This design comes from an exercise in tuning for small area and a short achievable clock period on the open sky130 flow, not from production work.
At most, simulation tests tie the RTL to the original design; equivalence was not proved.
Only the layout flow was run in runs 2 to 4; the RTL was not checked for function there.
Power figures rest on the tool's default switching activity, not on a simulated workload.

==> flow/design.v <==
module PE (
    input  [7:0]  ifm_in,
    input  [7:0]  w_in,
    input         clk,
    input         rst_n,
    input         done,
    output [7:0]  ifm_pass,
    output [7:0]  w_pass,
    output [31:0] psum_out
);
    reg [7:0]  ifm_pass_r;
    reg [7:0]  w_pass_r;
    assign ifm_pass = ifm_pass_r;
    assign w_pass = w_pass_r;
    reg [15:0] lo_a;    
    reg [10:0] lo_b;    
    reg [3:0] g;
    reg [3:0] p;
    reg [15:0] hi;
    wire [15:0] ra = {lo_a[15], lo_a[14], lo_a[13], lo_a[12], lo_a[11], lo_a[10], lo_a[9], lo_a[8], lo_a[7], lo_a[6], lo_a[5], lo_a[4], lo_a[3], lo_a[2], lo_a[1], lo_a[0]};
    wire [15:0] rb = {lo_b[10], lo_b[9], 1'b0, lo_b[8], lo_b[7], lo_b[6], lo_b[5], lo_b[4], lo_b[3], lo_b[2], 1'b0, lo_b[1], lo_b[0], 1'b0, 1'b0, 1'b0};
    wire [4:0] c;
    assign c[0] = 1'b0;
    assign c[1] = g[0] | (p[0] & c[0]);
    assign c[2] = g[1] | (p[1] & c[1]);
    assign c[3] = g[2] | (p[2] & c[2]);
    assign c[4] = g[3] | (p[3] & c[3]);
    wire [3:0] lo0 = ra[3:0] + rb[3:0];
    wire [3:0] lo1 = ra[7:4] + rb[7:4] + {3'd0, c[1]};
    wire [3:0] lo2 = ra[11:8] + rb[11:8] + {3'd0, c[2]};
    wire [3:0] lo3 = ra[15:12] + rb[15:12] + {3'd0, c[3]};
    wire [15:0] lo = {lo3, lo2, lo1, lo0};
    wire [15:0] hi_inc = hi + 16'd1;
    wire [15:0] p_hi = c[4] ? hi_inc : hi;
    assign psum_out = {p_hi, lo};
    wire [15:0] acc = lo & {16{~done}};
    wire [15:0] acc_hi = p_hi & {16{~done}};
    wire pp0_0 = w_in[0] & ifm_in[0];
    wire pp0_1 = w_in[0] & ifm_in[1];
    wire pp0_2 = w_in[0] & ifm_in[2];
    wire pp0_3 = w_in[0] & ifm_in[3];
    wire pp0_4 = w_in[0] & ifm_in[4];
    wire pp0_5 = w_in[0] & ifm_in[5];
    wire pp0_6 = w_in[0] & ifm_in[6];
    wire pp0_7 = w_in[0] & ifm_in[7];
    wire pp1_0 = w_in[1] & ifm_in[0];
    wire pp1_1 = w_in[1] & ifm_in[1];
    wire pp1_2 = w_in[1] & ifm_in[2];
    wire pp1_3 = w_in[1] & ifm_in[3];
    wire pp1_4 = w_in[1] & ifm_in[4];
    wire pp1_5 = w_in[1] & ifm_in[5];
    wire pp1_6 = w_in[1] & ifm_in[6];
    wire pp1_7 = w_in[1] & ifm_in[7];
    wire pp2_0 = w_in[2] & ifm_in[0];
    wire pp2_1 = w_in[2] & ifm_in[1];
    wire pp2_2 = w_in[2] & ifm_in[2];
    wire pp2_3 = w_in[2] & ifm_in[3];
    wire pp2_4 = w_in[2] & ifm_in[4];
    wire pp2_5 = w_in[2] & ifm_in[5];
    wire pp2_6 = w_in[2] & ifm_in[6];
    wire pp2_7 = w_in[2] & ifm_in[7];
    wire pp3_0 = w_in[3] & ifm_in[0];
    wire pp3_1 = w_in[3] & ifm_in[1];
    wire pp3_2 = w_in[3] & ifm_in[2];
    wire pp3_3 = w_in[3] & ifm_in[3];
    wire pp3_4 = w_in[3] & ifm_in[4];
    wire pp3_5 = w_in[3] & ifm_in[5];
    wire pp3_6 = w_in[3] & ifm_in[6];
    wire pp3_7 = w_in[3] & ifm_in[7];
    wire pp4_0 = w_in[4] & ifm_in[0];
    wire pp4_1 = w_in[4] & ifm_in[1];
    wire pp4_2 = w_in[4] & ifm_in[2];
    wire pp4_3 = w_in[4] & ifm_in[3];
    wire pp4_4 = w_in[4] & ifm_in[4];
    wire pp4_5 = w_in[4] & ifm_in[5];
    wire pp4_6 = w_in[4] & ifm_in[6];
    wire pp4_7 = w_in[4] & ifm_in[7];
    wire pp5_0 = w_in[5] & ifm_in[0];
    wire pp5_1 = w_in[5] & ifm_in[1];
    wire pp5_2 = w_in[5] & ifm_in[2];
    wire pp5_3 = w_in[5] & ifm_in[3];
    wire pp5_4 = w_in[5] & ifm_in[4];
    wire pp5_5 = w_in[5] & ifm_in[5];
    wire pp5_6 = w_in[5] & ifm_in[6];
    wire pp5_7 = w_in[5] & ifm_in[7];
    wire pp6_0 = w_in[6] & ifm_in[0];
    wire pp6_1 = w_in[6] & ifm_in[1];
    wire pp6_2 = w_in[6] & ifm_in[2];
    wire pp6_3 = w_in[6] & ifm_in[3];
    wire pp6_4 = w_in[6] & ifm_in[4];
    wire pp6_5 = w_in[6] & ifm_in[5];
    wire pp6_6 = w_in[6] & ifm_in[6];
    wire pp6_7 = w_in[6] & ifm_in[7];
    wire pp7_0 = w_in[7] & ifm_in[0];
    wire pp7_1 = w_in[7] & ifm_in[1];
    wire pp7_2 = w_in[7] & ifm_in[2];
    wire pp7_3 = w_in[7] & ifm_in[3];
    wire pp7_4 = w_in[7] & ifm_in[4];
    wire pp7_5 = w_in[7] & ifm_in[5];
    wire pp7_6 = w_in[7] & ifm_in[6];
    wire pp7_7 = w_in[7] & ifm_in[7];
    wire hs0 = pp0_0 ^ acc[0];
    wire hc0 = pp0_0 & acc[0];
    wire ts0 = pp0_1 ^ pp1_0 ^ acc[1];
    wire tc0 = (pp0_1 & pp1_0) | (pp0_1 & acc[1]) | (pp1_0 & acc[1]);
    wire hs1 = hc0 ^ ts0;
    wire hc1 = hc0 & ts0;
    wire ts1 = pp0_2 ^ pp1_1 ^ pp2_0;
    wire tc1 = (pp0_2 & pp1_1) | (pp0_2 & pp2_0) | (pp1_1 & pp2_0);
    wire ts2 = ts1 ^ acc[2] ^ tc0;
    wire tc2 = (ts1 & acc[2]) | (ts1 & tc0) | (acc[2] & tc0);
    wire hs2 = hc1 ^ ts2;
    wire hc2 = hc1 & ts2;
    wire ts3 = pp0_3 ^ pp1_2 ^ pp2_1;
    wire tc3 = (pp0_3 & pp1_2) | (pp0_3 & pp2_1) | (pp1_2 & pp2_1);
    wire ts4 = pp3_0 ^ tc1 ^ ts3;
    wire tc4 = (pp3_0 & tc1) | (pp3_0 & ts3) | (tc1 & ts3);
    wire ts5 = acc[3] ^ ts4 ^ tc2;
    wire tc5 = (acc[3] & ts4) | (acc[3] & tc2) | (ts4 & tc2);
    wire ts6 = pp0_4 ^ pp1_3 ^ pp2_2;
    wire tc6 = (pp0_4 & pp1_3) | (pp0_4 & pp2_2) | (pp1_3 & pp2_2);
    wire ts7 = pp3_1 ^ pp4_0 ^ tc3;
    wire tc7 = (pp3_1 & pp4_0) | (pp3_1 & tc3) | (pp4_0 & tc3);
    wire ts8 = ts6 ^ tc4 ^ ts7;
    wire tc8 = (ts6 & tc4) | (ts6 & ts7) | (tc4 & ts7);
    wire hs3 = acc[4] ^ ts8;
    wire hc3 = acc[4] & ts8;
    wire ts9 = pp0_5 ^ pp1_4 ^ pp2_3;
    wire tc9 = (pp0_5 & pp1_4) | (pp0_5 & pp2_3) | (pp1_4 & pp2_3);
    wire ts10 = pp3_2 ^ pp4_1 ^ pp5_0;
    wire tc10 = (pp3_2 & pp4_1) | (pp3_2 & pp5_0) | (pp4_1 & pp5_0);
    wire ts11 = tc6 ^ ts10 ^ ts9;
    wire tc11 = (tc6 & ts10) | (tc6 & ts9) | (ts10 & ts9);
    wire ts12 = tc7 ^ acc[5] ^ ts11;
    wire tc12 = (tc7 & acc[5]) | (tc7 & ts11) | (acc[5] & ts11);
    wire ts13 = tc8 ^ ts12 ^ hc3;
    wire tc13 = (tc8 & ts12) | (tc8 & hc3) | (ts12 & hc3);
    wire ts14 = pp0_6 ^ pp1_5 ^ pp2_4;
    wire tc14 = (pp0_6 & pp1_5) | (pp0_6 & pp2_4) | (pp1_5 & pp2_4);
    wire ts15 = pp3_3 ^ pp4_2 ^ pp5_1;
    wire tc15 = (pp3_3 & pp4_2) | (pp3_3 & pp5_1) | (pp4_2 & pp5_1);
    wire ts16 = pp6_0 ^ tc10 ^ tc9;
    wire tc16 = (pp6_0 & tc10) | (pp6_0 & tc9) | (tc10 & tc9);
    wire ts17 = ts14 ^ ts15 ^ tc11;
    wire tc17 = (ts14 & ts15) | (ts14 & tc11) | (ts15 & tc11);
    wire ts18 = ts16 ^ acc[6] ^ tc12;
    wire tc18 = (ts16 & acc[6]) | (ts16 & tc12) | (acc[6] & tc12);
    wire hs4 = ts17 ^ ts18;
    wire hc4 = ts17 & ts18;
    wire ts19 = pp0_7 ^ pp1_6 ^ pp2_5;
    wire tc19 = (pp0_7 & pp1_6) | (pp0_7 & pp2_5) | (pp1_6 & pp2_5);
    wire ts20 = pp3_4 ^ pp4_3 ^ pp5_2;
    wire tc20 = (pp3_4 & pp4_3) | (pp3_4 & pp5_2) | (pp4_3 & pp5_2);
    wire ts21 = pp6_1 ^ pp7_0 ^ tc14;
    wire tc21 = (pp6_1 & pp7_0) | (pp6_1 & tc14) | (pp7_0 & tc14);
    wire ts22 = tc15 ^ ts19 ^ ts20;
    wire tc22 = (tc15 & ts19) | (tc15 & ts20) | (ts19 & ts20);
    wire ts23 = tc16 ^ ts21 ^ acc[7];
    wire tc23 = (tc16 & ts21) | (tc16 & acc[7]) | (ts21 & acc[7]);
    wire ts24 = ts22 ^ tc17 ^ ts23;
    wire tc24 = (ts22 & tc17) | (ts22 & ts23) | (tc17 & ts23);
    wire hs5 = tc18 ^ ts24;
    wire hc5 = tc18 & ts24;
    wire ts25 = pp1_7 ^ pp2_6 ^ pp3_5;
    wire tc25 = (pp1_7 & pp2_6) | (pp1_7 & pp3_5) | (pp2_6 & pp3_5);
    wire ts26 = pp4_4 ^ pp5_3 ^ pp6_2;
    wire tc26 = (pp4_4 & pp5_3) | (pp4_4 & pp6_2) | (pp5_3 & pp6_2);
    wire ts27 = pp7_1 ^ tc19 ^ tc20;
    wire tc27 = (pp7_1 & tc19) | (pp7_1 & tc20) | (tc19 & tc20);
    wire ts28 = ts25 ^ ts26 ^ tc21;
    wire tc28 = (ts25 & ts26) | (ts25 & tc21) | (ts26 & tc21);
    wire ts29 = tc22 ^ ts27 ^ acc[8];
    wire tc29 = (tc22 & ts27) | (tc22 & acc[8]) | (ts27 & acc[8]);
    wire ts30 = ts28 ^ tc23 ^ ts29;
    wire tc30 = (ts28 & tc23) | (ts28 & ts29) | (tc23 & ts29);
    wire hs6 = tc24 ^ ts30;
    wire hc6 = tc24 & ts30;
    wire ts31 = pp2_7 ^ pp3_6 ^ pp4_5;
    wire tc31 = (pp2_7 & pp3_6) | (pp2_7 & pp4_5) | (pp3_6 & pp4_5);
    wire ts32 = pp5_4 ^ pp6_3 ^ pp7_2;
    wire tc32 = (pp5_4 & pp6_3) | (pp5_4 & pp7_2) | (pp6_3 & pp7_2);
    wire ts33 = tc25 ^ tc26 ^ ts31;
    wire tc33 = (tc25 & tc26) | (tc25 & ts31) | (tc26 & ts31);
    wire ts34 = ts32 ^ tc27 ^ acc[9];
    wire tc34 = (ts32 & tc27) | (ts32 & acc[9]) | (tc27 & acc[9]);
    wire ts35 = ts33 ^ tc28 ^ tc29;
    wire tc35 = (ts33 & tc28) | (ts33 & tc29) | (tc28 & tc29);
    wire ts36 = ts34 ^ tc30 ^ ts35;
    wire tc36 = (ts34 & tc30) | (ts34 & ts35) | (tc30 & ts35);
    wire ts37 = pp3_7 ^ pp4_6 ^ pp5_5;
    wire tc37 = (pp3_7 & pp4_6) | (pp3_7 & pp5_5) | (pp4_6 & pp5_5);
    wire ts38 = pp6_4 ^ pp7_3 ^ tc31;
    wire tc38 = (pp6_4 & pp7_3) | (pp6_4 & tc31) | (pp7_3 & tc31);
    wire ts39 = tc32 ^ ts37 ^ tc33;
    wire tc39 = (tc32 & ts37) | (tc32 & tc33) | (ts37 & tc33);
    wire ts40 = ts38 ^ acc[10] ^ tc34;
    wire tc40 = (ts38 & acc[10]) | (ts38 & tc34) | (acc[10] & tc34);
    wire ts41 = ts39 ^ tc35 ^ ts40;
    wire tc41 = (ts39 & tc35) | (ts39 & ts40) | (tc35 & ts40);
    wire ts42 = pp4_7 ^ pp5_6 ^ pp6_5;
    wire tc42 = (pp4_7 & pp5_6) | (pp4_7 & pp6_5) | (pp5_6 & pp6_5);
    wire ts43 = pp7_4 ^ tc37 ^ ts42;
    wire tc43 = (pp7_4 & tc37) | (pp7_4 & ts42) | (tc37 & ts42);
    wire ts44 = tc38 ^ acc[11] ^ ts43;
    wire tc44 = (tc38 & acc[11]) | (tc38 & ts43) | (acc[11] & ts43);
    wire ts45 = tc39 ^ ts44 ^ tc40;
    wire tc45 = (tc39 & ts44) | (tc39 & tc40) | (ts44 & tc40);
    wire ts46 = pp5_7 ^ pp6_6 ^ pp7_5;
    wire tc46 = (pp5_7 & pp6_6) | (pp5_7 & pp7_5) | (pp6_6 & pp7_5);
    wire ts47 = tc42 ^ ts46 ^ tc43;
    wire tc47 = (tc42 & ts46) | (tc42 & tc43) | (ts46 & tc43);
    wire ts48 = acc[12] ^ tc44 ^ ts47;
    wire tc48 = (acc[12] & tc44) | (acc[12] & ts47) | (tc44 & ts47);
    wire ts49 = pp6_7 ^ pp7_6 ^ tc46;
    wire tc49 = (pp6_7 & pp7_6) | (pp6_7 & tc46) | (pp7_6 & tc46);
    wire ts50 = ts49 ^ acc[13] ^ tc47;
    wire tc50 = (ts49 & acc[13]) | (ts49 & tc47) | (acc[13] & tc47);
    wire hs7 = tc48 ^ ts50;
    wire hc7 = tc48 & ts50;
    wire ts51 = pp7_7 ^ tc49 ^ acc[14];
    wire tc51 = (pp7_7 & tc49) | (pp7_7 & acc[14]) | (tc49 & acc[14]);
    wire hs8 = ts51 ^ tc50;
    wire hc8 = ts51 & tc50;
    wire hs9 = acc[15] ^ tc51;
    wire hc9 = acc[15] & tc51;
    wire [15:0] ta = {hs9, hs8, hs7, ts48, ts45, tc36, hc6, hc5, hc4, tc13, ts13, hs3, hc2, hs2, hs1, hs0};
    wire [15:0] tb = {hc8, hc7, 1'b0, tc45, tc41, ts41, ts36, hs6, hs5, hs4, 1'b0, tc5, ts5, 1'b0, 1'b0, 1'b0};
    wire [4:0] gsum0 = {1'b0, ta[3:0]} + {1'b0, tb[3:0]};
    wire [4:0] gsum1 = {1'b0, ta[7:4]} + {1'b0, tb[7:4]};
    wire [4:0] gsum2 = {1'b0, ta[11:8]} + {1'b0, tb[11:8]};
    wire [4:0] gsum3 = {1'b0, ta[15:12]} + {1'b0, tb[15:12]};
    always @(posedge clk or negedge rst_n) begin
        if (!rst_n) begin
            ifm_pass_r <= 8'd0;
            w_pass_r <= 8'd0;
            lo_a <= 0;
            lo_b <= 0;
            g <= 0;
            p <= 0;
            hi <= 16'd0;
        end else begin
            ifm_pass_r <= ifm_in;
            w_pass_r <= w_in;
            lo_a <= {hs9, hs8, hs7, ts48, ts45, tc36, hc6, hc5, hc4, tc13, ts13, hs3, hc2, hs2, hs1, hs0};
            lo_b <= {hc8, hc7, tc45, tc41, ts41, ts36, hs6, hs5, hs4, tc5, ts5};
            g <= {(gsum3[4] | hc9), gsum2[4], gsum1[4], gsum0[4]};
            p <= {(&(ta[15:12] ^ tb[15:12])), (&(ta[11:8] ^ tb[11:8])), (&(ta[7:4] ^ tb[7:4])), (&(ta[3:0] ^ tb[3:0]))};
            hi <= acc_hi;
        end
    end
endmodule
module PE_Array #(
    parameter DATA_WIDTH = 8,
    parameter ARRAY_SIZE = 4,
    parameter DIAG_NUM = 2 * ARRAY_SIZE - 1,
    parameter SUM_WIDTH = 32
)(
    input [ARRAY_SIZE*DATA_WIDTH-1:0] ifm_in,
    input [ARRAY_SIZE*DATA_WIDTH-1:0] w_in,
    input clk,
    input rst_n,
    input [DIAG_NUM-1:0] done,
    output [ARRAY_SIZE*DATA_WIDTH-1:0] ifm_pass,
    output [ARRAY_SIZE*DATA_WIDTH-1:0] w_pass,
    output [ARRAY_SIZE*ARRAY_SIZE*SUM_WIDTH-1:0] psum_out
);
    wire [DATA_WIDTH-1:0] ifm_wire [0:ARRAY_SIZE-1][0:ARRAY_SIZE];
    wire [DATA_WIDTH-1:0] w_wire [0:ARRAY_SIZE][0:ARRAY_SIZE-1];
    generate
        for(genvar i=0; i<ARRAY_SIZE; i=i+1) begin : input_connections
            assign ifm_wire[i][0] = ifm_in[DATA_WIDTH*i +: DATA_WIDTH];
            assign w_wire[0][i] = w_in[DATA_WIDTH*i +: DATA_WIDTH];
        end
    endgenerate
    generate
        for(genvar i=0; i<ARRAY_SIZE; i=i+1) begin : output_connections
            assign ifm_pass[DATA_WIDTH*i +: DATA_WIDTH] = ifm_wire[i][ARRAY_SIZE];
            assign w_pass[DATA_WIDTH*i +: DATA_WIDTH] = w_wire[ARRAY_SIZE][i];
        end
    endgenerate
    generate
        for(genvar i=0;i<ARRAY_SIZE;i=i+1) begin : row_gen
            for(genvar j=0;j<ARRAY_SIZE;j=j+1) begin : col_gen
                PE Processing_Element(
                .ifm_in(ifm_wire[i][j]),
                .w_in(w_wire[i][j]),
                .clk(clk),
                .rst_n(rst_n),
                .done(done[i+j]),
                .ifm_pass(ifm_wire[i][j+1]),
                .w_pass(w_wire[i+1][j]),
                .psum_out(psum_out[SUM_WIDTH*(i*ARRAY_SIZE+j) +: SUM_WIDTH])
                );
            end
        end
    endgenerate
endmodule
==> flow/flow/run.sh <==
#!/bin/bash
# Own layout flow:
#  1. the standard synthesis, unchanged;
#  2. flow/polarity.py removes inverters from the synthesised netlist by
#     flipping full adders (self-dual) and swapping gates for their
#     complementary twins; registers and ports are untouched;
#  3. the standard ORFS layout, with the port buffers made from the smallest
#     plain buffer (buffer_ports would otherwise pick the 10 um2
#     clkdlybuf4s50_1 delay cell) and clock tree synthesis with larger sink
#     clusters and no dummy loads.
set -euo pipefail
bash standard.sh synth > synth.log 2>&1
R=orfs/results/sky130hd/PE_Array/base
cp $R/1_2_yosys.v $R/1_2_yosys_standard.v
python3 flow/polarity.py $R/1_2_yosys_standard.v $R/1_2_yosys.v > polarity.log 2>&1
rm -f $R/1_synth.odb $R/1_synth.sdc
bash standard.sh "BUFFER_PORTS_ARGS=-buffer_cell sky130_fd_sc_hd__buf_1" \
  "CTS_ARGS=-sink_clustering_enable -repair_clock_nets -sink_clustering_size 30 -sink_clustering_max_diameter 80 -buf_list {sky130_fd_sc_hd__clkbuf_8 sky130_fd_sc_hd__clkbuf_16} -dont_use_dummy_load" \
  finish > layout.log 2>&1
==> flow/flow/polarity.py <==
#!/usr/bin/env python3
"""Remove inverters from a flat Yosys netlist by choosing output polarities.

Usage: polarity.py IN.v OUT.v

A full adder is self-dual: complementing its three inputs complements its sum
and carry.  So each full adder may be "flipped" (same cell, inputs and
outputs read complemented), and each and2/nand2 (or2/nor2, xor2/xnor2) may be
swapped for its complement.  Given the inverters of the netlist, this picks
the flips that need the fewest inverters (by area) with a local search, then
rewrites the netlist: every driver feeds its loads directly or through one
new inverter.  Registers, ports and every other cell are left as they are;
a driver whose inverter chain reaches a port keeps its chain untouched.
"""
import re, sys, os, json, math, collections, random

src = open(sys.argv[1]).read()
mod_start = src.index("module ")
first = re.search(r"^\s*sky130_fd_sc_hd__\w+\s+\S+\s*\(", src, re.M)
header = src[:first.start()]
end = src.rindex("endmodule")
body = src[first.start():end]

inst = []
for m in re.finditer(r"^\s*(sky130_fd_sc_hd__\w+)\s+(\S+)\s*\((.*?)\);", body, re.S | re.M):
    pins = [(p, n.strip()) for p, n in re.findall(r"\.(\w+)\(([^()]*)\)", m.group(3))]
    inst.append([m.group(1), m.group(2), pins])

ports = set()
for m in re.finditer(r"^\s*(input|output)\s+(\[[^\]]*\]\s*)?(\S+);", header, re.M):
    ports.add(m.group(3))
def is_port(net):
    return re.sub(r"\s*\[\d+\]$", "", net) in ports

OUTP = {"X", "Y", "Q", "Q_N", "SUM", "COUT", "HI", "LO"}
drv = {}
loads = collections.defaultdict(list)
for i, (c, nm, pins) in enumerate(inst):
    for p, n in pins:
        if p in OUTP:
            drv[n] = (i, p)
        else:
            loads[n].append((i, p))

def isinv(i):
    return re.match(r"sky130_fd_sc_hd__(inv|clkinv)_\d+$", inst[i][0]) is not None
def isfa(i):
    return re.match(r"sky130_fd_sc_hd__fa_\d+$", inst[i][0]) is not None
# complementary cell pairs (same inputs, complemented output): cell -> [twin, out pin, twin's out pin, area change]
SWAP = json.load(open(os.path.join(os.path.dirname(os.path.abspath(__file__)), "swap.json")))
INV = 3.7536

# roots: nets driven by a non-inverter cell, or input ports feeding cells
roots = {}
for n, (i, p) in drv.items():
    if not isinv(i):
        roots[n] = (i, p)
for n in loads:
    if n not in drv:
        roots[n] = (None, None)      # input port or constant

sinks = {}        # root net -> [(inst, pin, parity)]
chain_to_port = set()
used_inv = set()
def walk(net, par, out, invs):
    if is_port(net) and par is not None and net not in roots:
        out.append(("PORT", net, par))
    for (j, p) in loads.get(net, []):
        if isinv(j):
            invs.append(j)
            ynet = dict(inst[j][2])["Y"]
            walk(ynet, par ^ 1, out, invs)
        else:
            out.append((j, p, par))
for n in roots:
    out, invs = [], []
    walk(n, 0, out, invs)
    if any(s[0] == "PORT" for s in out) or is_port(n):
        chain_to_port.add(n)
        continue
    sinks[n] = out
    used_inv.update(invs)

fixed_cells = set()
for n in chain_to_port:
    i, p = roots[n]
    if i is not None:
        fixed_cells.add(i)
cand = [i for i in range(len(inst))
        if i not in fixed_cells and (isfa(i) or inst[i][0] in SWAP)]
flip = collections.defaultdict(int)

def fin(j):
    """inversion a flipped cell applies to its inputs (full adders only)"""
    return flip[j] if (j != "PORT" and isfa(j)) else 0

def root_cost(n):
    i, p = roots[n]
    fd = flip[i] if i is not None else 0
    return INV if any((par ^ fd ^ fin(j)) for j, q, par in sinks[n]) else 0.0
def cell_cost(i):
    return SWAP[inst[i][0]][3] if (flip[i] and inst[i][0] in SWAP) else 0.0

touch = collections.defaultdict(set)
for n, lst in sinks.items():
    i, p = roots[n]
    if i is not None:
        touch[i].add(n)
    for j, q, par in lst:
        touch[j].add(n)

before = sum(root_cost(n) for n in sinks)
random.seed(1)
for rnd in range(20):
    changed = False
    order = cand[:]
    random.shuffle(order)
    for i in order:
        b = sum(root_cost(n) for n in touch[i]) + cell_cost(i)
        flip[i] ^= 1
        a = sum(root_cost(n) for n in touch[i]) + cell_cost(i)
        if a < b - 1e-9:
            changed = True
        else:
            flip[i] ^= 1
    if not changed:
        break
cur = sum(root_cost(n) for n in sinks) + sum(cell_cost(i) for i in cand)
best, best_flip = cur, dict(flip)
steps = int(os.environ.get("POL_STEPS", "2000000"))
for k in range(steps):
    T = 3.0 * (0.01 / 3.0) ** (k / steps)
    i = cand[random.randrange(len(cand))]
    b = sum(root_cost(n) for n in touch[i]) + cell_cost(i)
    flip[i] ^= 1
    a = sum(root_cost(n) for n in touch[i]) + cell_cost(i)
    d = a - b
    if d <= 0 or random.random() < math.exp(-d / T):
        cur += d
        if cur < best - 1e-9:
            best, best_flip = cur, dict(flip)
    else:
        flip[i] ^= 1
flip = collections.defaultdict(int, best_flip)
after = sum(root_cost(n) for n in sinks) + sum(cell_cost(i) for i in cand)
ninv_before = len(used_inv)

# rewrite
drop = set(used_inv)
newwires = []
conn = {}          # (inst, pin) -> net
ninv_after = 0
newinst = []
for n, lst in sinks.items():
    i, p = roots[n]
    fd = flip[i] if i is not None else 0
    inv_net = None
    for j, q, par in lst:
        need = par ^ fd ^ fin(j)
        if need:
            if inv_net is None:
                inv_net = f"_pol{len(newwires)}_"
                newwires.append(inv_net)
                newinst.append(["sky130_fd_sc_hd__inv_1", f"_polinv{len(newwires)}_",
                                [("A", n), ("Y", inv_net)]])
                ninv_after += 1
            conn[(j, q)] = inv_net
        else:
            conn[(j, q)] = n

def fmt(n):
    return n + " " if n.startswith("\\") else n

out = [header]
for w in newwires:
    out.append(f"  wire {w};\n")
for i, (c, nm, pins) in enumerate(inst):
    if i in drop:
        continue
    if flip[i] and c in SWAP:
        nc, po, pn, _ = SWAP[c]
        pins = [(pn if p == po else p, n) for p, n in pins]
        c = nc
    pins = [(p, conn.get((i, p), n)) for p, n in pins]
    out.append(f"  {c} {nm} (\n" + ",\n".join(f"    .{p}({fmt(n)})" for p, n in pins) + "\n  );\n")
for c, nm, pins in newinst:
    out.append(f"  {c} {nm} (\n" + ",\n".join(f"    .{p}({fmt(n)})" for p, n in pins) + "\n  );\n")
out.append(src[end:])
open(sys.argv[2], "w").write("".join(out))
nfl = sum(1 for i in cand if flip[i])
print(f"polarity: inverters {ninv_before} -> {ninv_after}, flipped {nfl} of {len(cand)} cells, "
      f"model cost {before:.1f} -> {after:.1f} um2")
==> flow/standard.sh <==
#!/bin/bash
# synth_recipe.tcl (not shown) runs the flow's synth.tcl, then flattens the netlist and writes it again
# the make line also repeats each setting of config.mk as NAME=value (left out here)
make -C /OpenROAD-flow-scripts/flow DESIGN_CONFIG=/design/flow/config.mk WORK_HOME=/design/flow/orfs CLKGATE_MAP_FILE= SYNTH_SCRIPT=/design/flow/synth_recipe.tcl "${@:-finish}"
==> flow/config.mk <==
export PLATFORM = sky130hd
export DESIGN_NAME = PE_Array
export DESIGN_NICKNAME = PE_Array
export VERILOG_FILES = /design/flow/design.v
export SDC_FILE = /design/flow/constraint.sdc
export NUM_CORES = 4
export LEC_CHECK = 0
export CAP_MARGIN = 20
export CORE_MARGIN = 2
export CORE_UTILIZATION = 40
export CTS_BUF_LIST = sky130_fd_sc_hd__clkbuf_4 sky130_fd_sc_hd__clkbuf_8
export SETUP_SLACK_MARGIN = 2.9
export SLEW_MARGIN = 20
==> flow/constraint.sdc <==
create_clock -name core_clock -period 7.0 [get_ports {clk}]
set_input_delay 1.4000 -clock core_clock [delete_from_list [all_inputs] [get_ports {clk}]]
set_output_delay 1.4000 -clock core_clock [all_outputs]
set_load 0.01 [all_outputs]
Not shown: flow/flow/swap.json
==> results.cfg, run 1 <==
[cells_and_area]
final.signal_buffer_count = 769
layoutNonFillerInstCount = 8844
reg.largest.list = row_gen.col_gen.Processing_Element.hi (256), row_gen.col_gen.Processing_Element.lo_a (256), row_gen.col_gen.Processing_Element.lo_b (176)
layout.area.seq_sq_mm = 0.0266

[routing]
topRoutingLayerUsed = met5
post-route-drc-count = 0
first_pass_drt_iterations = 5

[power]
maximum_ir_drop_on_the_vdd_rail_v = 0.000251
top_power_group = combinational cells
p_sw_mw = 13.1
seq_power_share = 0.280

[placement]
place_worst_setup_slack_ps = 1770

[global_route]
met3_usage = 0.0357
top_usage_layer = met2
number_of_antenna_violations_at_the_first_check_in_global_routing = 12
grt.met1_usage = 0.252

[outcome]
status = finished clean

[clock_network]
post_cts_resized = 180
clock_root_cell = clkbuf_16
clk-insertion-delay-late_ps = 720

[floorplanning]
nWellTaps = 2310
die_height_um = 419

[timing]
skew_ps = 87.0
setup_viol_count_final = 0

[job]
maxCapViolations = 0

[setup_path]
critical-path-top-cell-by-count = fa_2
worst-r2r-setup-slack_ps = 3040
number_of_cells_on_the_critical_path = 13

[synth]
synth-warning-count = 2
==> run 2: changes to the inputs <==
--- a/flow/design.v
+++ b/flow/design.v
@@ -15,10 +15,14 @@
     reg [15:0] lo_a;    
     reg [10:0] lo_b;    
     reg [3:0] g;
-    reg [3:0] p;
     reg [15:0] hi;
     wire [15:0] ra = {lo_a[15], lo_a[14], lo_a[13], lo_a[12], lo_a[11], lo_a[10], lo_a[9], lo_a[8], lo_a[7], lo_a[6], lo_a[5], lo_a[4], lo_a[3], lo_a[2], lo_a[1], lo_a[0]};
     wire [15:0] rb = {lo_b[10], lo_b[9], 1'b0, lo_b[8], lo_b[7], lo_b[6], lo_b[5], lo_b[4], lo_b[3], lo_b[2], 1'b0, lo_b[1], lo_b[0], 1'b0, 1'b0, 1'b0};
+    wire [3:0] p;    
+    assign p[0] = &(ra[3:0] ^ rb[3:0]);
+    assign p[1] = &(ra[7:4] ^ rb[7:4]);
+    assign p[2] = &(ra[11:8] ^ rb[11:8]);
+    assign p[3] = &(ra[15:12] ^ rb[15:12]);
     wire [4:0] c;
     assign c[0] = 1'b0;
     assign c[1] = g[0] | (p[0] & c[0]);
@@ -236,7 +240,6 @@
             lo_a <= 0;
             lo_b <= 0;
             g <= 0;
-            p <= 0;
             hi <= 16'd0;
         end else begin
             ifm_pass_r <= ifm_in;
@@ -244,7 +247,6 @@
             lo_a <= {hs9, hs8, hs7, ts48, ts45, tc36, hc6, hc5, hc4, tc13, ts13, hs3, hc2, hs2, hs1, hs0};
             lo_b <= {hc8, hc7, tc45, tc41, ts41, ts36, hs6, hs5, hs4, tc5, ts5};
             g <= {(gsum3[4] | hc9), gsum2[4], gsum1[4], gsum0[4]};
-            p <= {(&(ta[15:12] ^ tb[15:12])), (&(ta[11:8] ^ tb[11:8])), (&(ta[7:4] ^ tb[7:4])), (&(ta[3:0] ^ tb[3:0]))};
             hi <= acc_hi;
         end
     end
--- a/flow/config.mk
+++ b/flow/config.mk
@@ -7,7 +7,7 @@
 export LEC_CHECK = 0
 export CAP_MARGIN = 20
 export CORE_MARGIN = 2
-export CORE_UTILIZATION = 40
+export CORE_UTILIZATION = 60
 export CTS_BUF_LIST = sky130_fd_sc_hd__clkbuf_4 sky130_fd_sc_hd__clkbuf_8
 export SETUP_SLACK_MARGIN = 2.9
 export SLEW_MARGIN = 20
==> results.cfg, run 2 <==
[synth]
synth_nets = 7621
syn_area_per_cell_sq_um = 11.3
syn-cell-area_sq_mm = 0.0702
synth_cells = 6220
synth-warning-count = 2

[power]
intPower_mw = 20.3
seq_power_share = 0.237
relative_contribution_of_combinational_cells_to_total_power = 0.667
pwr-share-clk = 0.096
power_density_mw_per_mm2 = 401
power_leakage_nw = 43.2
swShare = 0.432
maximum_ir_drop_on_the_vdd_rail_v = 0.000320
p_sw_mw = 15.4
power_mw = 35.7

[routing]
drt-total-wl_um = 192000
detail_route.vias_per_cell = 5.66
drt-initial-drc-count = 3053
first_pass_drt_iterations = 6
detail_route.wl_per_cell_um = 21.7
detail-route-antenna-nets = 0
vias = 50000
post-route-drc-count = 0

[setup_path]
timing.critical_path.fanout_max = 5
worstSetupStartpoint = row_gen[2].col_gen[3].Processing_Element.lo_a[6]$_DFF_PN0_
critical_path_class = flip-flop to primary output
arrival_ps = 3110
reg2reg_depth = 16
worst-r2r-setup-slack_ps = 2590
endpoint_kind_of_the_worst_setup_timing_path = primary output
crit-reg2reg-launch = row_gen[2].col_gen[3].Processing_Element.lo_a[6]$_DFF_PN0_
worstReg2RegEnd = row_gen[2].col_gen[3].Processing_Element.g[2]$_DFF_PN0_
critPathRequiredTime_ps = 5600
critPathCapture = psum_out[379]
critical_path.startpoint_type = flip-flop

[floorplanning]
area_of_the_core_region_sq_mm = 0.116
die_height_um = 346
die_footprint_sq_mm = 0.120
core_rows = 125
effective_utilization_at_floorplan = 0.605
io-pin-count = 649
die_w_um = 346

[placement]
place_hpwl_um = 132000
place.port_buffers = 648
gpl.final_weighted_congestion = 0.876

[timing]
hold_ws_ps = 517
timing.final.hold_violations = 0
period_share = 0.644
setup_viol_count_final = 0
max_clock_freq_mhz = 222
timing.max_slew.rel_slack = 0.363
min_period_ps = 4510
max_slew.worst_pin.slew_ps = 955
skew_ps = 73.9
report.final.slew_viol_count = 0
grt_setup_unrepaired = true
tns_ps = 0

[global_route]
number_of_antenna_violations_at_the_first_check_in_global_routing = 7
met3_usage = 0.0560
top_usage_layer = met2
via_count_of_the_first_global_routing_pass = 53200
grt.met1_usage = 0.401
overall_global_routing_resource_usage = 0.316
grt.overflow.total = 0
grt_util_met2 = 0.542
grt_first_pass_wirelength_um = 296000
grt_start_max_net_pins = 140

[clock_network]
clock_tree_from_tritoncts = yes
clkSinkCount = 1008
clk_path_buf_depth = 3
cts.reportedPaths.clkPinSlew_ps = 100
cts_made_buffers = 58
cts_max_level = 2
clock_root_cell = clkbuf_16
cts_hold_buffers = 0
clk-insertion-delay-late_ps = 730

[cells_and_area]
layout_area_overhead_pct = 26.8
layout_commonest_cell = dfrtp_1
fin_util = 0.767
final_net_count = 8709
drive_above_1_share = 0.312
top_library_cells_by_usage_in_the_layout_fill_and_taps_aside = dfrtp_1, nand2_1, fa_1, inv_1, buf_4
reg.largest.list = row_gen.col_gen.Processing_Element.hi (256), row_gen.col_gen.Processing_Element.lo_a (256), row_gen.col_gen.Processing_Element.lo_b (176)

[job]
maxCapViolations = 0

[outcome]
status = finished clean

[min_path]
min-delay-path-class = flip-flop to flip-flop
run 2: final cells by class:
cell class	count	area, sq um
Inverter	565	2170
Timing Repair inverter	2	15.0
Multi-Input combinational cell	4508	49200
Tap cell	1524	1910
Antenna cell	3	7.51
Timing Repair Buffer	1165	8970
Fill cell	7440	27000
Clock buffer	58	1450
Sequential cell	1008	25200
run 2: what timing repair did:
action,in CTS,in global routing
endpoints found under the hold margin,0,0
pin swaps,433,366
gates resized for setup,1463,667
buffers inserted,304,171
gates cloned,20,4
endpoints found under the setup margin,420,402
run 2: critical path: stages (launching register included):
cell and delay [ps]:
dfrtp_1 410, ha_4 280, and2_4 140, a41o_4 190, inv_4 50, o31a_1 260
buf_6 150, or4b_4 520, inv_2 80, xor2_1 150, buf_2 180
run 2: power by group through the flow:
stage               registers, mW  logic [mW]  clock network, mW
CTS                          8.33        21.4               3.52
global placement             8.18        16.4                  0
global route                 8.58        26.2               3.71
detailed placement           8.23        16.9                  0
floorplan                    7.97        11.4                  0
finish                       8.45        23.8               3.43
run 2: layer usage:
| metal | vias to the layer above | wire (um) |
|---|---|---|
| li1 | 22000 | - |
| met1 | 26200 | 74300 |
| met2 | 1408 | 97900 |
| met3 | 392 | 11000 |
| met4 | 8 | 8710 |
| met5 | - | 55 |
run 2: worst min path at each step:
| stage | end | start | cells past startpoint |
|---|---|---|---|
| floorplan | flip-flop | flip-flop | 0 |
| global placement | row_gen[3].col_gen[2].Processing_Element.hi[15]$_DFF_PN0_ | row_gen[3].col_gen[2].Processing_Element.hi[15]$_DFF_PN0_ | 2 |
| detailed placement | row_gen[3].col_gen[3].Processing_Element.hi[15]$_DFF_PN0_ | row_gen[3].col_gen[3].Processing_Element.hi[15]$_DFF_PN0_ | 2 |
| CTS | flip-flop | flip-flop | 0 |
| global route | flip-flop | flip-flop | 0 |
| finish | flip-flop | flip-flop | 0 |
run 2: per-stage QoR:
step                std cells  worst slack [ps]  instance area [sq um]
global placement         8273              1860                  74700
finish                   8833              2490                  89000
detailed placement       8273              1810                  74700
global route             8833              2430                  89000
floorplan                6220              2380                  71000
CTS                      8655              2540                  84700
==> run 3: changes to the inputs <==
--- a/flow/design.v
+++ b/flow/design.v
@@ -14,21 +14,10 @@
     assign w_pass = w_pass_r;
     reg [15:0] lo_a;    
     reg [10:0] lo_b;    
-    reg [3:0] g;
+    reg [4:1] c;    
     reg [15:0] hi;
     wire [15:0] ra = {lo_a[15], lo_a[14], lo_a[13], lo_a[12], lo_a[11], lo_a[10], lo_a[9], lo_a[8], lo_a[7], lo_a[6], lo_a[5], lo_a[4], lo_a[3], lo_a[2], lo_a[1], lo_a[0]};
     wire [15:0] rb = {lo_b[10], lo_b[9], 1'b0, lo_b[8], lo_b[7], lo_b[6], lo_b[5], lo_b[4], lo_b[3], lo_b[2], 1'b0, lo_b[1], lo_b[0], 1'b0, 1'b0, 1'b0};
-    wire [3:0] p;    
-    assign p[0] = &(ra[3:0] ^ rb[3:0]);
-    assign p[1] = &(ra[7:4] ^ rb[7:4]);
-    assign p[2] = &(ra[11:8] ^ rb[11:8]);
-    assign p[3] = &(ra[15:12] ^ rb[15:12]);
-    wire [4:0] c;
-    assign c[0] = 1'b0;
-    assign c[1] = g[0] | (p[0] & c[0]);
-    assign c[2] = g[1] | (p[1] & c[1]);
-    assign c[3] = g[2] | (p[2] & c[2]);
-    assign c[4] = g[3] | (p[3] & c[3]);
     wire [3:0] lo0 = ra[3:0] + rb[3:0];
     wire [3:0] lo1 = ra[7:4] + rb[7:4] + {3'd0, c[1]};
     wire [3:0] lo2 = ra[11:8] + rb[11:8] + {3'd0, c[2]};
@@ -233,20 +222,26 @@
     wire [4:0] gsum1 = {1'b0, ta[7:4]} + {1'b0, tb[7:4]};
     wire [4:0] gsum2 = {1'b0, ta[11:8]} + {1'b0, tb[11:8]};
     wire [4:0] gsum3 = {1'b0, ta[15:12]} + {1'b0, tb[15:12]};
+    wire [4:0] tc;
+    assign tc[0] = 1'b0;
+    assign tc[1] = gsum0[4] | ((&(ta[3:0] ^ tb[3:0])) & tc[0]);
+    assign tc[2] = gsum1[4] | ((&(ta[7:4] ^ tb[7:4])) & tc[1]);
+    assign tc[3] = gsum2[4] | ((&(ta[11:8] ^ tb[11:8])) & tc[2]);
+    assign tc[4] = (gsum3[4] | hc9) | ((&(ta[15:12] ^ tb[15:12])) & tc[3]);
     always @(posedge clk or negedge rst_n) begin
         if (!rst_n) begin
             ifm_pass_r <= 8'd0;
             w_pass_r <= 8'd0;
             lo_a <= 0;
             lo_b <= 0;
-            g <= 0;
+            c <= 0;
             hi <= 16'd0;
         end else begin
             ifm_pass_r <= ifm_in;
             w_pass_r <= w_in;
             lo_a <= {hs9, hs8, hs7, ts48, ts45, tc36, hc6, hc5, hc4, tc13, ts13, hs3, hc2, hs2, hs1, hs0};
             lo_b <= {hc8, hc7, tc45, tc41, ts41, ts36, hs6, hs5, hs4, tc5, ts5};
-            g <= {(gsum3[4] | hc9), gsum2[4], gsum1[4], gsum0[4]};
+            c <= tc[4:1];
             hi <= acc_hi;
         end
     end
==> results.cfg, run 3 <==
[power]
maximum_ir_drop_on_the_vdd_rail_v = 0.000421
power_density_mw_per_mm2 = 389
power_leakage_nw = 36.2

[setup_path]
worst-r2r-setup-slack_ps = 2740
critPathCapture = row_gen[1].col_gen[3].Processing_Element.c[4]$_DFF_PN0_
arrival_ps = 4780
critical_path_class = flip-flop to flip-flop
endpoint_kind_of_the_worst_setup_timing_path = flip-flop
critical-path-top-cell-by-count = fa_1
crit-reg2reg-launch = row_gen[1].col_gen[3].Processing_Element.c[2]$_DFF_PN0_
worstSetupStartpoint = row_gen[1].col_gen[3].Processing_Element.c[2]$_DFF_PN0_
critPathRequiredTime_ps = 7520
cp_slowest_stage_delay_ps = 670
reg2reg_depth = 13
critical_path.startpoint_type = flip-flop
timing.critical_path.fanout_max = 2
slowest_library_cell_on_the_worst_path = o211ai_1
worstReg2RegEnd = row_gen[1].col_gen[3].Processing_Element.c[4]$_DFF_PN0_
critical_path.cell_chain = fa_2 > inv_2 > fa_1 > or2_4 > fa_2 > inv_2 > fa_1 > fa_1 > ha_1 > nand2_1 > nor2_2 > a211oi_2 > o211ai_1

[clock_network]
cts.reportedPaths.clkPinSlew_ps = 100
cts_made_buffers = 52
clk-insertion-delay-late_ps = 700
clock_tree_from_tritoncts = yes
clk_path_buf_depth = 3
clock_root_cell = clkbuf_16
cts_max_level = 2
clkSinkCount = 1008

[floorplanning]
effective_utilization_at_floorplan = 0.606
die_w_um = 339
io-pin-count = 649
area_of_the_core_region_sq_mm = 0.111
die_height_um = 339
core_rows = 122
die_footprint_sq_mm = 0.115

[placement]
place_worst_setup_slack_ps = 1710
place_hpwl_um = 124000
gpl.final_weighted_congestion = 0.867
place.port_buffers = 648

[cells_and_area]
reg.largest.list = row_gen.col_gen.Processing_Element.hi (256), row_gen.col_gen.Processing_Element.lo_a (256), row_gen.col_gen.Processing_Element.lo_b (176)
final_net_count = 7950
layout_area_overhead_pct = 14.0
layout_commonest_cell = nand2_1
drive_above_1_share = 0.145
fillerInstances = 8492
top_library_cells_by_usage_in_the_layout_fill_and_taps_aside = nand2_1, dfrtp_1, fa_1, buf_1, inv_1

[timing]
hold_ws_ps = 410
max_clock_freq_mhz = 235
min_period_ps = 4260
setup_viol_count_final = 0
post-route-worst-setup-slack_ps = 2740
period_share = 0.608
tns_ps = 0
timing.max_slew.rel_slack = 0.388
skew_ps = 73.3
grt_setup_unrepaired = true
timing.final.hold_violations = 0
report.final.slew_viol_count = 0
max_slew.worst_pin.slew_ps = 919

[routing]
post-route-drc-count = 0
detail-route-antenna-nets = 0
vias = 43800
drt-total-wl_um = 162000
detail_route.wl_per_cell_um = 20.2
drt-initial-drc-count = 2445
first_pass_drt_iterations = 6
detail_route.vias_per_cell = 5.44

[global_route]
grt.overflow.total = 0
overall_global_routing_resource_usage = 0.289
number_of_antenna_violations_at_the_first_check_in_global_routing = 1
via_count_of_the_first_global_routing_pass = 47300
grt_first_pass_wirelength_um = 260000
grt_start_max_net_pins = 157

[outcome]
status = finished clean

[synth]
synth-warning-count = 2
syn-cell-area_sq_mm = 0.0672
synth_cells = 5707
syn_area_per_cell_sq_um = 11.8
synth_nets = 7108

[job]
maxCapViolations = 0

[min_path]
min-delay-path-class = flip-flop to flip-flop
## run 3: worst min-delay path by stage
stage,cells past startpoint,end,slack [ps],startpoint
floorplan,0,flip-flop,430,flip-flop
global placement,2,row_gen[0].col_gen[3].Processing_Element.hi[14]$_DFF_PN0_,550,row_gen[0].col_gen[3].Processing_Element.hi[14]$_DFF_PN0_
detailed placement,0,flip-flop,560,flip-flop
CTS,0,flip-flop,410,flip-flop
global route,0,flip-flop,430,flip-flop
finish,0,flip-flop,410,flip-flop
## run 3: final cells by class
cell class,count,area [sq um],share of cell area
Antenna cell,2,5.00,0.0000653
Timing Repair Buffer,897,5070,0.0662
Inverter,483,1810,0.0237
Tap cell,1488,1860,0.0243
Sequential cell,1008,25400,0.331
Multi-Input combinational cell,4107,41200,0.537
Clock buffer,52,1300,0.0170
## run 3: stage by stage
| step | util | cell area [sq um] | power, mW | cells |
|---|---|---|---|---|
| 5_1_grt | 0.690 | 76600 | 32.7 | 8036 |
| 4_1_cts | 0.673 | 74700 | 29.1 | 7929 |
| 6_report | 0.690 | 76600 | 29.8 | 8037 |
| 3_5_place_dp | 0.647 | 71800 | 25.3 | 7761 |
| 2_1_floorplan | - | 68000 | 19.8 | 5707 |
| 3_3_place_gp | 0.647 | 71800 | 24.8 | 7761 |
## run 3: metal layers
metal,part of all wire,up-vias,GRT usage
met4,0.041,0,0.111
met2,0.50,1138,0.487
li1,-,19700,-
met1,0.40,22600,0.375
met5,0,-,0
met3,0.060,263,0.0510
## run 3: power breakdown
group	internal (mW)	switching, mW
sequential	7.24	0.717
clock	1.32	1.88
combinational	7.94	10.7
total	16.5	13.3
## run 3: worst max-delay path, delay by kind of cell (launching register included)
family	cells	cell delay, ps
adders and majority gates	6	2410
AOI/OAI and AO/OA	2	720
buffers and inverters	2	120
DFF	1	410
and+or+nand+nor	3	440
## run 3: timing repair
item / in CTS / in global routing
buffers inserted: 116 / 103
setup endpoints to repair: 46 / 40
cloned: 0 / 3
hold buffers: 0 / 0
gates resized for setup: 323 / 275
pin swaps: 78 / 139
==> run 4: changes to the inputs <==
--- a/flow/config.mk
+++ b/flow/config.mk
@@ -7,7 +7,7 @@
 export LEC_CHECK = 0
 export CAP_MARGIN = 20
 export CORE_MARGIN = 2
-export CORE_UTILIZATION = 60
+export CORE_UTILIZATION = 40
 export CTS_BUF_LIST = sky130_fd_sc_hd__clkbuf_4 sky130_fd_sc_hd__clkbuf_8
-export SETUP_SLACK_MARGIN = 2.9
+export SETUP_SLACK_MARGIN = 2.8
 export SLEW_MARGIN = 20
==> results.cfg, run 4 <==
[setup_path]
endpoint_kind_of_the_worst_setup_timing_path = flip-flop
critical_path.startpoint_type = input pin
critPathRequiredTime_ps = 7540
critical_path_class = input pin to flip-flop
timing.critical_path.fanout_max = 9
arrival_ps = 4790

[placement]
gpl.final_weighted_congestion = 0.862
place_hpwl_um = 134000
place_area_sq_mm = 0.0727
place_worst_setup_slack_ps = 1670
place.port_buffers = 648

[timing]
timing.max_slew.rel_slack = 0.465
setup_viol_count_final = 0
post-route-worst-setup-slack_ps = 2750
report.final.slew_viol_count = 0
min_period_ps = 4250
skew_ps = 75.7
tns_ps = 0
max_clock_freq_mhz = 235
timing.final.hold_violations = 0
grt_setup_unrepaired = true
period_share = 0.607
max_slew.worst_pin.slew_ps = 803

[floorplanning]
effective_utilization_at_floorplan = 0.403
area_of_the_core_region_sq_mm = 0.167
core_rows = 150
die_footprint_sq_mm = 0.171
io-pin-count = 649
die_w_um = 414
die_height_um = 414

[routing]
drt-total-wl_um = 172000
first_pass_drt_iterations = 5
post-route-drc-count = 0
detail_route.vias_per_cell = 5.01
drt-initial-drc-count = 2229
detail-route-antenna-nets = 0
vias = 43700
detail_route.wl_per_cell_um = 19.7

[synth]
syn_area_per_cell_sq_um = 11.8
syn-cell-area_sq_mm = 0.0672
synth-warning-count = 2
synth_cells = 5707
synth_nets = 7108

[clock_network]
clkSinkCount = 1008
cts.reportedPaths.clkPinSlew_ps = 90
clock_root_cell = clkbuf_16
cts_made_buffers = 77
cts_max_level = 3
clk_path_buf_depth = 3
clk-insertion-delay-late_ps = 710
clock_tree_from_tritoncts = yes
cts_hold_buffers = 0

[cells_and_area]
fillerInstances = 15400
layout_area_overhead_pct = 14.9
layout.area.seq_sq_mm = 0.0254
top_library_cells_by_usage_in_the_layout_fill_and_taps_aside = nand2_1, dfrtp_1, fa_1, buf_1, inv_1
final_net_count = 7931
drive_above_1_share = 0.132
layout_commonest_cell = nand2_1
design_area_sq_mm = 0.0773
multi_input_area_sq_mm = 0.0409
reg.largest.list = row_gen.col_gen.Processing_Element.hi (256), row_gen.col_gen.Processing_Element.lo_a (256), row_gen.col_gen.Processing_Element.lo_b (176)
antenna_cells_inserted = 0

[global_route]
grt_util_met2 = 0.355
grt_first_pass_wirelength_um = 271000
grt.overflow.total = 0
top_usage_layer = met2
grt_start_max_net_pins = 130
grt.met1_usage = 0.255
number_of_antenna_violations_at_the_first_check_in_global_routing = 3
overall_global_routing_resource_usage = 0.203
met3_usage = 0.0336
via_count_of_the_first_global_routing_pass = 47700

[power]
power_density_mw_per_mm2 = 392
maximum_ir_drop_on_the_vdd_rail_v = 0.000302
power_leakage_nw = 36.1

[job]
maxCapViolations = 0

[min_path]
min-delay-path-class = flip-flop to flip-flop

[outcome]
status = finished clean
## run 4: stage by stage
stage,hold slack (ps),std cells,total power [mW],utilization
floorplan,434,5707,19.6,-
global placement,529,8479,24.9,0.435
detailed placement,541,8479,25.3,0.435
CTS,444,8613,29.8,0.452
global route,419,8732,33.3,0.463
finish,418,8732,30.3,0.463
## run 4: power by group
group	leakage, nW	switching, mW	internal, mW
Combinational	22.6	10.6	7.66
Clock	0.949	2.07	1.94
Sequential	12.6	0.736	7.25
## run 4: routing by layer
metal / routed length (um) / vias to the layer above / part of all wire
met5: 27 / - / 0.00016
met4: 6590 / 4 / 0.038
met3: 8060 / 245 / 0.047
met2: 87900 / 1020 / 0.51
met1: 69100 / 22800 / 0.40
li1: - / 19700 / -
## run 4: worst max-delay path, stage by stage
cell	delay, ps
buf_12	120
and2_4	150
fa_1	510
fa_1	520
fa_2	360
fa_1	590
ha_4	220
ha_4	150
a2111o_1	450
a31oi_4	220
o21ai_1	80
## run 4: timing repair
action | CTS | global route
pin swaps | 18 | 128
gates resized for setup | 222 | 285
buffers inserted | 57 | 119
endpoints found under the setup margin | 46 | 38
## run 4: cell type report
type                            instances  share of cell area
Multi-Input combinational cell       4107               0.529
Inverter                              483              0.0235
Sequential cell                      1008               0.329
Tap cell                             2204              0.0357
Timing Repair Buffer                  853              0.0584
Clock buffer                           77              0.0249
## run 4: path summary, 6_finish.rpt
path,slack (ps),depth (start not counted),to,startpoint
hold reg to reg,420,0,flip-flop,flip-flop
hold / removal,420,0,flip-flop,flip-flop
min in group asynchronous,790,1,row_gen[2].col_gen[3].Processing_Element.lo_b[1]$_DFF_PN0_,rst_n
setup / recovery,2750,11,row_gen[0].col_gen[2].Processing_Element.c[4]$_DFF_PN0_,w_in[21]
max in group asynchronous,4540,3,async pin,rst_n
setup reg to reg,2790,12,row_gen[1].col_gen[2].Processing_Element.c[4]$_DFF_PN0_,flip-flop
==> run 5: changes to the inputs <==
--- a/flow/design.v
+++ b/flow/design.v
@@ -14,10 +14,17 @@
     assign w_pass = w_pass_r;
     reg [15:0] lo_a;    
     reg [10:0] lo_b;    
-    reg [4:1] c;    
+    reg [3:0] g;
+    reg [3:0] p;
     reg [15:0] hi;
     wire [15:0] ra = {lo_a[15], lo_a[14], lo_a[13], lo_a[12], lo_a[11], lo_a[10], lo_a[9], lo_a[8], lo_a[7], lo_a[6], lo_a[5], lo_a[4], lo_a[3], lo_a[2], lo_a[1], lo_a[0]};
     wire [15:0] rb = {lo_b[10], lo_b[9], 1'b0, lo_b[8], lo_b[7], lo_b[6], lo_b[5], lo_b[4], lo_b[3], lo_b[2], 1'b0, lo_b[1], lo_b[0], 1'b0, 1'b0, 1'b0};
+    wire [4:0] c;
+    assign c[0] = 1'b0;
+    assign c[1] = g[0] | (p[0] & c[0]);
+    assign c[2] = g[1] | (p[1] & c[1]);
+    assign c[3] = g[2] | (p[2] & c[2]);
+    assign c[4] = g[3] | (p[3] & c[3]);
     wire [3:0] lo0 = ra[3:0] + rb[3:0];
     wire [3:0] lo1 = ra[7:4] + rb[7:4] + {3'd0, c[1]};
     wire [3:0] lo2 = ra[11:8] + rb[11:8] + {3'd0, c[2]};
@@ -222,26 +229,22 @@
     wire [4:0] gsum1 = {1'b0, ta[7:4]} + {1'b0, tb[7:4]};
     wire [4:0] gsum2 = {1'b0, ta[11:8]} + {1'b0, tb[11:8]};
     wire [4:0] gsum3 = {1'b0, ta[15:12]} + {1'b0, tb[15:12]};
-    wire [4:0] tc;
-    assign tc[0] = 1'b0;
-    assign tc[1] = gsum0[4] | ((&(ta[3:0] ^ tb[3:0])) & tc[0]);
-    assign tc[2] = gsum1[4] | ((&(ta[7:4] ^ tb[7:4])) & tc[1]);
-    assign tc[3] = gsum2[4] | ((&(ta[11:8] ^ tb[11:8])) & tc[2]);
-    assign tc[4] = (gsum3[4] | hc9) | ((&(ta[15:12] ^ tb[15:12])) & tc[3]);
     always @(posedge clk or negedge rst_n) begin
         if (!rst_n) begin
             ifm_pass_r <= 8'd0;
             w_pass_r <= 8'd0;
             lo_a <= 0;
             lo_b <= 0;
-            c <= 0;
+            g <= 0;
+            p <= 0;
             hi <= 16'd0;
         end else begin
             ifm_pass_r <= ifm_in;
             w_pass_r <= w_in;
             lo_a <= {hs9, hs8, hs7, ts48, ts45, tc36, hc6, hc5, hc4, tc13, ts13, hs3, hc2, hs2, hs1, hs0};
             lo_b <= {hc8, hc7, tc45, tc41, ts41, ts36, hs6, hs5, hs4, tc5, ts5};
-            c <= tc[4:1];
+            g <= {(gsum3[4] | hc9), gsum2[4], gsum1[4], gsum0[4]};
+            p <= {(&(ta[15:12] ^ tb[15:12])), (&(ta[11:8] ^ tb[11:8])), (&(ta[7:4] ^ tb[7:4])), (&(ta[3:0] ^ tb[3:0]))};
             hi <= acc_hi;
         end
     end
==> flow/flow/run.sh (replaced) <==
#!/bin/bash
# Own layout flow:
#  1. the standard synthesis, unchanged;
#  2. flow/polarity.py removes inverters from the synthesised netlist by
#     flipping full adders (self-dual) and swapping gates for their
#     complementary twins; registers and ports are untouched;
#  3. flow/fa_split.py replaces each full-adder cell by two xor2 cells and a
#     maj3 cell, which are faster;
#  4. the standard ORFS layout, with the port buffers made from the smallest
#     plain buffer (buffer_ports would otherwise pick the 10 um2
#     clkdlybuf4s50_1 delay cell) and clock tree synthesis with larger sink
#     clusters and no dummy loads.
set -euo pipefail
bash standard.sh synth > synth.log 2>&1
R=orfs/results/sky130hd/PE_Array/base
cp $R/1_2_yosys.v $R/1_2_yosys_standard.v
python3 flow/polarity.py $R/1_2_yosys_standard.v $R/1_2_yosys_polarity.v > polarity.log 2>&1
python3 flow/fa_split.py $R/1_2_yosys_polarity.v $R/1_2_yosys.v > fa_split.log 2>&1
rm -f $R/1_synth.odb $R/1_synth.sdc
bash standard.sh "BUFFER_PORTS_ARGS=-buffer_cell sky130_fd_sc_hd__buf_1" \
  "CTS_ARGS=-sink_clustering_enable -repair_clock_nets -sink_clustering_size 30 -sink_clustering_max_diameter 80 -buf_list {sky130_fd_sc_hd__clkbuf_8 sky130_fd_sc_hd__clkbuf_16} -dont_use_dummy_load" \
  finish > layout.log 2>&1
==> flow/flow/fa_split.py (new file) <==
#!/usr/bin/env python3
"""Replace each full-adder cell of a flat netlist by two xor2 cells (sum) and
a maj3 cell (carry), which are faster than the fa cell.

Usage: fa_split.py IN.v OUT.v
"""
import re, sys
src = open(sys.argv[1]).read()
first = re.search(r"^\s*sky130_fd_sc_hd__\w+\s+\S+\s*\(", src, re.M)
header, end = src[:first.start()], src.rindex("endmodule")
body = src[first.start():end]
out, wires, n = [], [], 0
def fmt(x):
    return x + " " if x.startswith("\\") else x
for m in re.finditer(r"^\s*(sky130_fd_sc_hd__\w+)\s+(\S+)\s*\((.*?)\);", body, re.S | re.M):
    cell, name, conns = m.group(1), m.group(2), m.group(3)
    pins = {p: x.strip() for p, x in re.findall(r"\.(\w+)\(([^()]*)\)", conns)}
    if re.match(r"sky130_fd_sc_hd__fa_\d+$", cell):
        w = f"_fasplit{n}_"; n += 1; wires.append(w)
        a, b, c = fmt(pins["A"]), fmt(pins["B"]), fmt(pins["CIN"])
        if "SUM" in pins:
            out.append(f"  sky130_fd_sc_hd__xor2_1 {name}_x1 (\n    .A({a}),\n    .B({b}),\n    .X({w})\n  );\n")
            out.append(f"  sky130_fd_sc_hd__xor2_1 {name}_x2 (\n    .A({w}),\n    .B({c}),\n    .X({fmt(pins['SUM'])})\n  );\n")
        if "COUT" in pins:
            out.append(f"  sky130_fd_sc_hd__maj3_1 {name}_m (\n    .A({a}),\n    .B({b}),\n    .C({c}),\n    .X({fmt(pins['COUT'])})\n  );\n")
        continue
    out.append(m.group(0).lstrip("\n") + "\n")
open(sys.argv[2], "w").write(header + "".join(f"  wire {w};\n" for w in wires) + "".join(out) + src[end:])
print(f"fa_split: {n} full adders split")
--- a/flow/config.mk
+++ b/flow/config.mk
@@ -7,7 +7,7 @@
 export LEC_CHECK = 0
 export CAP_MARGIN = 20
 export CORE_MARGIN = 2
-export CORE_UTILIZATION = 40
+export CORE_UTILIZATION = 60
 export CTS_BUF_LIST = sky130_fd_sc_hd__clkbuf_4 sky130_fd_sc_hd__clkbuf_8
-export SETUP_SLACK_MARGIN = 2.8
+export SETUP_SLACK_MARGIN = 3.3
 export SLEW_MARGIN = 20
==> results.cfg, run 5 <==
[setup_path]
worstReg2RegEnd = row_gen[0].col_gen[1].Processing_Element.hi[15]$_DFF_PN0_
critPathCapture = psum_out[415]
worst-r2r-setup-slack_ps = 3030
critical_path_class = flip-flop to primary output
critical-path-top-cell-by-count = and4_4
crit-reg2reg-launch = row_gen[0].col_gen[1].Processing_Element.hi[3]$_DFF_PN0_
critical_path.startpoint_type = flip-flop
endpoint_kind_of_the_worst_setup_timing_path = primary output
slowest_library_cell_on_the_worst_path = dfrtp_1
number_of_cells_on_the_critical_path = 7
critical_path.cell_chain = and4_4 > and4_4 > clkinvlp_4 > nor3_4 > nand4_1 > xnor2_2 > buf_4
reg2reg_depth = 24
worstSetupStartpoint = row_gen[3].col_gen[0].Processing_Element.hi[2]$_DFF_PN0_
crit_family = simple AND/OR/NAND/NOR gates
arrival_ps = 2600
worst-path-buf-inv = 2
critPathRequiredTime_ps = 5600
timing.critical_path.fanout_max = 2
cp_slowest_stage_delay_ps = 390

[synth]
synth_nets = 8096
syn_area_per_cell_sq_um = 9.98
synth-warning-count = 2
synth_cells = 7591
syn-cell-area_sq_mm = 0.0757

[timing]
grt_setup_unrepaired = true
skew_ps = 81.9
setup_viol_count_final = 0
max_slew.worst_pin.slew_ps = 904
timing.max_slew.rel_slack = 0.397
hold_ws_ps = 507
tns_ps = 0
timing.final.hold_violations = 0
min_period_ps = 4000
period_share = 0.572
max_clock_freq_mhz = 250
report.final.slew_viol_count = 0

[power]
power_density_mw_per_mm2 = 390
maximum_ir_drop_on_the_vdd_rail_v = 0.000347
power_leakage_nw = 46.2
power_mw = 36.3

[floorplanning]
core_rows = 130
effective_utilization_at_floorplan = 0.604
die_footprint_sq_mm = 0.129
area_of_the_core_region_sq_mm = 0.125
die_w_um = 359
die_height_um = 359
io-pin-count = 649

[routing]
first_pass_drt_iterations = 5
detail_route.vias_per_cell = 5.41
drt-total-wl_um = 195000
detailed_routing_wirelength_on_met1_um = 81700
post-route-drc-count = 0
detail-route-antenna-nets = 0
detail_route.wl_per_cell_um = 18.8
wl_met2_um = 97500
topRoutingLayerUsed = met4
met3_wirelength_um = 9240
vias = 56200
drt-initial-drc-count = 3015

[placement]
placed_cells_incl_taps = 9800
place.port_buffers = 648
gpl.final_weighted_congestion = 0.871
place_hpwl_um = 140000

[cells_and_area]
layout_commonest_cell = xor2_1
layoutNonFillerInstCount = 10400
drive_above_1_share = 0.253
top_library_cells_by_usage_in_the_layout_fill_and_taps_aside = xor2_1, dfrtp_1, nand2_1, maj3_1, inv_1
final_net_count = 9238
layout_area_overhead_pct = 22.9
reg.largest.list = row_gen.col_gen.Processing_Element.hi (256), row_gen.col_gen.Processing_Element.lo_a (256), row_gen.col_gen.Processing_Element.lo_b (176)
fillerInstances = 8859

[global_route]
via_count_of_the_first_global_routing_pass = 56600
grt_first_pass_wirelength_um = 299000
number_of_antenna_violations_at_the_first_check_in_global_routing = 7
overall_global_routing_resource_usage = 0.286
grt_start_max_net_pins = 154
grt.overflow.total = 0

[min_path]
min-delay-path-class = flip-flop to flip-flop

[clock_network]
cts_max_level = 3
cts.reportedPaths.clkPinSlew_ps = 90
clkSinkCount = 1056
clock_tree_from_tritoncts = yes
clk-insertion-delay-late_ps = 700
clock_root_cell = clkbuf_16
clk_path_buf_depth = 3
cts_made_buffers = 66
cts_hold_buffers = 0

[outcome]
status = finished clean

[job]
maxCapViolations = 0
==> run 5: how the worst min path moves through the flow <==
stage | end | slack (ps) | depth (start not counted) | from
detailed placement | flip-flop | 560 | 0 | flip-flop
CTS | flip-flop | 540 | 0 | flip-flop
finish | flip-flop | 510 | 0 | flip-flop
global route | flip-flop | 510 | 0 | flip-flop
global placement | flip-flop | 550 | 0 | flip-flop
floorplan | flip-flop | 440 | 0 | flip-flop
==> run 5: final cells by class <==
class                   count  area, sq um  share of cell area
repair buffers           1191         8290              0.0891
inverters                 555         2150              0.0231
flip-flops and latches   1056        26600               0.286
diodes                      6         15.0            0.000161
clock buffers              66         1650              0.0177
well taps                1650         2060              0.0222
multi-input cells        5863        52300               0.562
==> run 5: report_power, final <==
part / switching (mW) / leakage [nW] / internal [mW] / total [mW]
Combinational: 12.9 / 32.1 / 11.0 / 23.9
Clock: 2.06 / 0.813 / 1.68 / 3.74
Sequential: 1.00 / 13.3 / 7.67 / 8.67
==> run 5: repair_timing <==
item                       CTS  global route
gates resized for setup    857           967
setup endpoints to repair  406           388
gates cloned                 1             3
pin swaps                  312           420
setup buffers              274           237
==> run 5: layer usage <==
metal | GRT usage | vias up
met2 | 0.499 | 1082
met3 | 0.0485 | 321
met1 | 0.359 | 27800
met5 | 0 | -
met4 | 0.0934 | 0
li1 | - | 26900
==> run 5: worst register-to-register path, cell delays in order, from the launching register on <==
cell and delay, ps:
dfrtp_1 400, and4_4 250, and4_4 230, inv_4 40, or3_4 370, inv_4 70
nand4_1 130, buf_4 170, buf_4 120, buf_4 120, buf_4 120, buf_4 120
buf_4 120, buf_4 130, buf_6 110, buf_4 120, buf_4 120, buf_4 120
buf_4 120, buf_4 130, buf_4 120, buf_4 120, buf_4 120, buf_4 120
mux2_4 290
==> run 5: metrics by stage <==
| stage | setup WS [ps] | util | instance area, sq um |
|---|---|---|---|
| after floorplan | 3090 | - | 76900 |
| after detailed placement | 2240 | 0.646 | 81000 |
| after CTS | 3030 | 0.700 | 87700 |
| after global routing | 2900 | 0.742 | 93000 |
| final | 3000 | 0.742 | 93000 |
| after global placement | 2260 | 0.646 | 81000 |

[separate check: timing with driven ports]
In the flow no input, the clock included, has a driving cell. The finished layouts below were timed again as built, in two steps. Step 1 assumes that a clkbuf_16 drives the clock port and a buf_2 every other input. Step 2 times the ports against the registers' clock, not the clock port: input delays grow and output delays shrink by t, the midpoint of the rising clock arrivals with the driver on. Three values: no drivers, after step 1, after step 2; two values: the first two.
| run | shift t [ns] | setup WS [ns] | worst setup path after step 2 | slew at the worst register clock pin (ns) | cell pins on the clock port's net |
|---|---|---|---|---|---|
| run 1 | 0.754 | 2.960 / 2.909 / 2.193 | input to register | 0.11 / 0.11 | 1 |
| run 2 | 0.772 | 2.491 / 2.408 / 2.042 | input to register | 0.12 / 0.12 | 1 |
| run 3 | 0.733 | 2.742 / 2.742 / 2.044 | input to register | 0.11 / 0.11 | 1 |
| run 4 | 0.752 | 2.752 / 2.765 / 2.012 | input to register | 0.11 / 0.11 | 1 |
| run 5 | 0.739 | 2.998 / 2.916 / 2.546 | input to register | 0.11 / 0.11 | 1 |
After both steps setup and hold are still met in every run listed. The setup slack of run 1, which loses most, moves by -0.051 ns with the drivers and by -0.767 ns with both steps.
